What follows belongs to an exercise in optimizing a design on an open flow for a short achievable clock period and few clock cycles; a production flow would make more cautious choices. Only simulation tests tie the RTL to the original design; equivalence was not proved. Power is estimated from default activity; no workload was simulated.

==> design/flow/design.v <==
module riscv_pipeline(
    input               clock,
    input               reset,
    output      [31:0]  imem_addr,
    input       [31:0]  imem_rdata,
    output      [31:0]  dmem_addr,
    output      [31:0]  dmem_wdata,
    output              dmem_we,
    input       [31:0]  dmem_rdata
    );
    localparam [6:0] OP_R  = 7'b0110011,
                     OP_LW = 7'b0000011,
                     OP_SW = 7'b0100011,
                     OP_BR = 7'b1100011;
    localparam [2:0] ALU_ADD = 3'd0,
                     ALU_SUB = 3'd1,
                     ALU_AND = 3'd2,
                     ALU_OR  = 3'd3,
                     ALU_XOR = 3'd4;
    reg  [31:0] fpc;                  
    reg         d_valid;
    reg  [31:0] d_ir;
    reg  [31:0] d_pc;
    reg         x_valid;
    reg         x_we;                 
    reg  [4:0]  x_rd;
    reg         x_lw;
    reg         x_br;                 
    reg  [2:0]  x_aluop;
    reg  [31:0] x_a, x_b;
    reg         x_fa, x_fb;           
    reg  [31:0] x_target;
    reg         w_we;
    reg  [4:0]  w_rd;
    reg         w_lw;
    reg  [31:0] w_alu;
    reg  [31:0] w_ld;
    reg  [31:0] m_addr;
    reg  [31:0] m_wdata;
    reg         m_we;
    reg  [31:0] rf [1:31];
    assign imem_addr  = fpc;
    assign dmem_addr  = m_addr;
    assign dmem_wdata = m_wdata;
    assign dmem_we    = m_we;
    wire [31:0] w_res = w_lw ? w_ld : w_alu;
    always @(posedge clock) begin
        if (w_we)
            rf[w_rd] <= w_res;
    end
    wire [31:0] opa = x_fa ? w_res : x_a;
    wire [31:0] opb = x_fb ? w_res : x_b;
    reg  [31:0] alu;
    always @(*) begin
        case (x_aluop)
            ALU_SUB: alu = opa - opb;
            ALU_AND: alu = opa & opb;
            ALU_OR:  alu = opa | opb;
            ALU_XOR: alu = opa ^ opb;
            default: alu = opa + opb;
        endcase
    end
    wire x_redirect = x_valid & x_br & (opa == opb);
    wire [6:0] d_op  = d_ir[6:0];
    wire [4:0] d_rd  = d_ir[11:7];
    wire [4:0] d_rs1 = d_ir[19:15];
    wire [4:0] d_rs2 = d_ir[24:20];
    wire [31:0] d_imm_i = {{20{d_ir[31]}}, d_ir[31:20]};
    wire [31:0] d_imm_s = {{20{d_ir[31]}}, d_ir[31:25], d_ir[11:7]};
    wire d_is_r  = d_op == OP_R;
    wire d_is_lw = d_op == OP_LW;
    wire d_is_sw = d_op == OP_SW;
    wire d_is_br = d_op == OP_BR;
    wire d_same  = d_rs1 == d_rs2;    
    reg  [2:0] d_aluop;
    always @(*) begin
        case (d_ir[14:12])
            3'b111:  d_aluop = ALU_AND;
            3'b110:  d_aluop = ALU_OR;
            3'b100:  d_aluop = ALU_XOR;
            default: d_aluop = d_ir[30] ? ALU_SUB : ALU_ADD;
        endcase
    end
    wire d_we = (d_is_r | d_is_lw) & (d_rd != 5'd0);
    wire [31:0] rf1 = (d_rs1 == 5'd0) ? 32'd0 : rf[d_rs1];
    wire [31:0] rf2 = (d_rs2 == 5'd0) ? 32'd0 : rf[d_rs2];
    wire byp1 = w_we & (w_rd == d_rs1);
    wire byp2 = w_we & (w_rd == d_rs2);
    wire [31:0] v1 = byp1 ? w_res : rf1;
    wire [31:0] v2 = byp2 ? w_res : rf2;
    wire dep1 = x_valid & x_we & (x_rd == d_rs1);
    wire dep2 = x_valid & x_we & (x_rd == d_rs2);
    wire d_stall = d_valid & (
                     ((d_is_lw | d_is_sw) & dep1) |
                     (d_is_sw & dep2 & x_lw & 1'b0));
    wire d_br_late    = d_is_br & ~d_same & (dep1 | dep2);
    wire [31:0] d_target = d_pc + d_imm_s;
    wire d_redirect   = d_valid & ~x_redirect & d_is_br & ~d_same & ~(dep1 | dep2) & (v1 == v2);
    wire d_issue = d_valid & ~d_stall & ~x_redirect;
    wire [31:0] x_res = x_lw ? dmem_rdata : alu;
    wire [31:0] st_data = dep2 ? x_res : v2;
    wire [6:0] f_op  = imem_rdata[6:0];
    wire f_same = (f_op == OP_BR) & (imem_rdata[19:15] == imem_rdata[24:20]);
    wire [31:0] f_imm_s = {{20{imem_rdata[31]}}, imem_rdata[31:25], imem_rdata[11:7]};
    wire [31:0] f_seq = f_same ? fpc + f_imm_s : fpc + 32'd1;
    wire f_keep = ~x_redirect & ~d_redirect & ~d_stall;
    always @(posedge clock) begin
        if (reset) begin
            fpc     <= 32'd0;
            d_valid <= 1'b0;
            x_valid <= 1'b0;
            x_we    <= 1'b0;
            x_br    <= 1'b0;
            x_lw    <= 1'b0;
            w_we    <= 1'b0;
            m_we    <= 1'b0;
        end else begin
            if (x_redirect)
                fpc <= x_target;
            else if (d_redirect)
                fpc <= d_target;
            else if (!d_stall)
                fpc <= f_seq;
            if (x_redirect | d_redirect)
                d_valid <= 1'b0;
            else if (!d_stall)
                d_valid <= 1'b1;
            x_valid <= d_issue;
            x_we    <= d_issue & d_we;
            x_br    <= d_issue & d_br_late;
            x_lw    <= d_issue & d_is_lw;
            m_we    <= d_issue & d_is_sw;
            w_we    <= x_valid & x_we;
        end
    end
    always @(posedge clock) begin
        if (!d_stall) begin
            d_ir <= imem_rdata;
            d_pc <= fpc;
        end
        x_rd     <= d_rd;
        x_aluop  <= d_aluop;
        x_a      <= v1;
        x_b      <= v2;
        x_fa     <= dep1;
        x_fb     <= dep2;
        x_target <= d_target;
        m_addr   <= v1 + (d_is_sw ? d_imm_s : d_imm_i);
        m_wdata  <= st_data;
        w_rd     <= x_rd;
        w_lw     <= x_lw;
        w_alu    <= alu;
        w_ld     <= dmem_rdata;
    end
endmodule
==> design/flow/run.sh <==
#!/bin/bash
# synth_recipe.tcl (not shown) runs the flow's synth.tcl, then flattens the netlist and writes it again
# the make line also repeats each setting of config.mk as NAME=value (left out here)
make -C /OpenROAD-flow-scripts/flow DESIGN_CONFIG=/design/flow/config.mk WORK_HOME=/design/flow/orfs CLKGATE_MAP_FILE= SYNTH_SCRIPT=/design/flow/synth_recipe.tcl finish
==> design/flow/config.mk <==
export PLATFORM = sky130hd
export DESIGN_NAME = riscv_pipeline
export DESIGN_NICKNAME = riscv_pipeline
export VERILOG_FILES = /design/flow/design.v
export SDC_FILE = /design/flow/constraint.sdc
export NUM_CORES = 4
export LEC_CHECK = 0
export CAP_MARGIN = 20
export CORE_MARGIN = 2
export CORE_UTILIZATION = 30
export SLEW_MARGIN = 20
==> design/flow/constraint.sdc <==
create_clock -name core_clock -period 12.0 [get_ports {clock}]
set_input_delay 2.4000 -clock core_clock [delete_from_list [all_inputs] [get_ports {clock}]]
set_output_delay 2.4000 -clock core_clock [all_outputs]
set_load 0.01 [all_outputs]
==> run summary <==
## state kept, by name, indices dropped and copies added (netlist names), 3 cells and up, named ones only
signal / flops
x_aluop: 3
rf: 992
fpc: 32
x_rd: 5
x_target: 32
m_wdata: 32
m_addr: 32
d_ir: 32
x_b: 32
x_a: 32
w_rd: 5
d_pc: 32
w_ld: 32
w_alu: 32
## layer usage
metal | vias up | share of wire, %
met5 | - | 0.024
met4 | 10 | 4.4
met3 | 502 | 12
met2 | 2948 | 44
met1 | 24500 | 40
li1 | 20000 | -
## cell type report
class | count | area [um^2]
Antenna cell | 6 | 15.0
Sequential cell | 1345 | 37500
Clock inverter | 65 | 631
Timing Repair Buffer | 296 | 2730
Fill cell | 21900 | 149000
Multi-Input combinational cell | 3119 | 28800
Clock buffer | 196 | 3970
Tap cell | 3009 | 3760
Inverter | 215 | 808
## power by group through the flow
stage                     registers, mW  logic [mW]  clock network (mW)
after floorplan                    5.69        1.27                   0
after global placement             5.73        2.09                   0
after detailed placement           5.73        2.12                   0
after CTS                          5.63        2.13                4.48
after global routing               5.64        2.33                4.67
final                              5.63        2.20                4.43
## metrics by stage
step           area, um^2  cells  power [mW]  setup slack, ns  utilization, %
6_report            78200   8251        12.3             4.98            34.4
5_1_grt             78200   8245        12.6             4.38            34.4
4_1_cts             78100   8242        12.2             5.02            34.4
3_5_place_dp        73500   7981        7.85             4.22            32.4
3_3_place_gp        73500   7980        7.82             4.24            32.4
2_1_floorplan       68500   4991        6.96             5.66               -
## Yosys cell counts (26+ instances only)
library cell,count,share of area (%)
a211o_1,36,0.46
nor3_1,58,0.42
a21oi_1,207,1.5
buf_6,26,0.43
a31oi_1,51,0.47
o22ai_1,79,0.72
xor2_1,45,0.58
xnor2_1,90,1.2
nand4_1,27,0.25
nor2_1,342,1.9
nand2b_1,50,0.46
inv_1,208,1.1
buf_2,58,0.42
a211oi_1,72,0.79
nand3_1,50,0.37
dfxtp_1,289,8.4
mux2i_1,155,2.3
mux4_2,429,14
nand2_1,290,1.6
and2_1,51,0.47
a22oi_1,99,1.1
edfxtp_1,1056,46
ha_1,188,3.4
o211ai_1,28,0.31
mux2_2,36,0.59
a21o_1,107,1.2
o21a_1,30,0.33
nor2b_1,44,0.40
clkbuf_1,170,0.93
o21ai_0,121,0.88
## worst reg2reg max path: stages, from the launching register on
cell	delay (ns)
dfxtp_4	0.70
buf_4	0.91
mux4_2	0.46
a22oi_1	0.24
nand2_1	0.15
a22oi_1	0.65
o21ai_0	0.57
ha_1	0.51
a21oi_1	0.16
nor2b_1	0.09
nor2_1	0.12
or4b_2	0.58
o21ai_0	0.42
o21a_1	0.27
o21ai_0	0.22
o211ai_1	0.29
a31oi_1	0.15
a21oi_1	0.17
o21bai_1	0.09
xor2_1	0.14
## logic make-up (layout without fill, tap and decap cells)
kind of cell | after synthesis | after routing | synth area share [%]
muxes | 629 | 629 | 17.3
adders and majority gates | 193 | 193 | 3.58
other | 0 | 6 | 0
xor gates and xnor gates | 135 | 135 | 1.73
and+or+nand+nor | 1030 | 1030 | 7.13
buffers and inverters | 527 | 772 | 3.68
AOI/OAI and AO/OA | 1132 | 1132 | 11.8
DFF | 1345 | 1345 | 54.7
## final timing paths
| kind | to | from | slack, ns |
|---|---|---|---|
| hold / removal | w_rd[0] | x_rd[0] | 0.40 |
| setup reg to reg | m_addr[30] | flip-flop | 5.03 |
| hold reg to reg | w_rd[0] | x_rd[0] | 0.40 |
| setup / recovery | fpc[30] | imem_rdata[22] | 4.98 |
==> summary.txt <==
RSZ-0062 raised after global routing: no
Post-CTS Setup Bufs: 0
Top delay family on crit path: compound AO/OA/AOI/OAI gates
WP data required: 12.68 ns
Slew headroom: 9.13%
M1 GR Usage: 27.8%
Post-synth ARST share: 0%
crit path kind: input port to flip-flop
CP startpoint kind: input port
via count: 48000
CTS tree: built
detailed-placement wirelength estimate: 158 mm
Worst-Margin Slew: 1.36 ns
Wirelength per Cell: 29.1 um
leading cell type in the layout, fill and taps excluded: edfxtp_1
post-synth cell types: 104
Synthesis Warnings: 1
Final period util: 58.5%
clock transition at the registers of the reported paths: 0.06 ns
hold crit path type: flip-flop to flip-flop
Area Growth Syn to Fin: 14.2%
Reg2Reg Depth: 19
synthesized area: 68500 um^2
first-pass GRT wire length: 340 mm
met2 GRT Util: 30.1%
fin crit period: 7.02 ns
root buffer cell: clkbuf_16
register area share after synthesis: 54.7%
H-Tree Depth: 4
Slowest-stage cell, CP: and2_1
Clock Power Share: 36.1%
Finish-stage setup viols: 0
GR met3 Demand/Resource: 5.40%
cell depth of the worst setup path: 20
CTS sink count: 1345
Primary FF master, synth: edfxtp_1
die height: 482 um
initial DRC count: 7202
Max Transition Viols Final: 0
drt total wl: 240 mm
Post-synth EDFFs: 1056
Port Buffer Count: 162
Final Hold Vio Count: 0
Ports: 163
Final Wtd Congestion: 0.946
Lkg Pwr: 27.4 nW
Max VDD drop: 0.113 mV
starting density of the core: 30.1%
maxcap violations: 0
Syn Nets: 5250
FMAX: 142 MHz
Vias per Instance: 5.82
TritonCTS Buffers: 144
gr busiest metal: met2
sum of buffers and inverters on the critical path: 2
initial antenna violation count: 17
layout cells sized above 1: 17.8%
mean post-synth cell area: 13.7 um^2
Power Density: 157 nW/um^2
power share of the sequential group: 45.9%
WHS: 0.401 ns
CTS Hold Buffers Added: 0
overall global routing resource usage: 20.2%
row cnt: 175
Routed Antenna Nets: 0
flops & latches, synth: 1345
Hold Path Cell Cnt: 0
internal power: 8.75 mW
largest net degree at the start of global routing: 101
Nets: 5380
Post-Route Skew: 0.0550 ns
setup tns final: 0 ns
Clk Latency, worst-skew pair: 0.81 ns
Comb power frac: 18.0%
post_cts resized: 0
most frequent cells in the layout: 1056 x edfxtp_1, 429 x mux4_2, 309 x nor2_1
GRT Residual Overflow: 0
crit-path max FO: 21
core box area: 227000 um^2
Pre-antenna DRT Iters: 7
Setup crit end kind: flip-flop
Sw Share: 28.7%
DRC viols: 0
critical path's largest stage delay: 0.81 ns
Post-Synthesis Cells: 4991
worst path arrival time: 7.71 ns
status: no timing/DRC/antenna violations
CTS Buffer Depth: 3
Die ar.: 232000 um^2
cells along the critical path: clkdlybuf4s50_1, xor2_1, nor3_1, nand4_1, nor4b_2, buf_4, and2_1, ha_1, a21o_1, a21o_1, a21oi_1, nand3_1, o2111ai_1, a21boi_0, o41ai_1, o21ai_0, xnor2_1, nor3_1, a21oi_1, o31ai_1
vias in the first global route: 46600
die width: 482 um
switching power: 3.52 mW
Testbench counts, summed over its fixed seeds: cycles 26,614.

[port drivers added, routing unchanged]
How much do the figures lean on ideal ports? The routed layout below was timed once more, with nothing changed but the port constraints.
Step 1 sets driving cells, clkbuf_16 on the clock port and buf_2 on the other inputs (assumed; they add their load-dependent delay and slew).
Step 2 times the ports against the registers' clock, not the clock port: input delays grow and output delays shrink by t, the midpoint of the rising clock arrivals with the driver on.
Three values: ideal, step 1, step 2; two values: the first two.
t (ns): 0.869
setup WS [ns]: 4.976 / 5.028 / 4.164
worst hold slack (ns): 0.401 / 0.401 / 0.401
worst slew at a driven data input, ns: 0.07
After both steps this run still meets setup and hold. For this run, drivers alone change the setup slack by +0.052 ns; drivers and shift together by -0.812 ns.
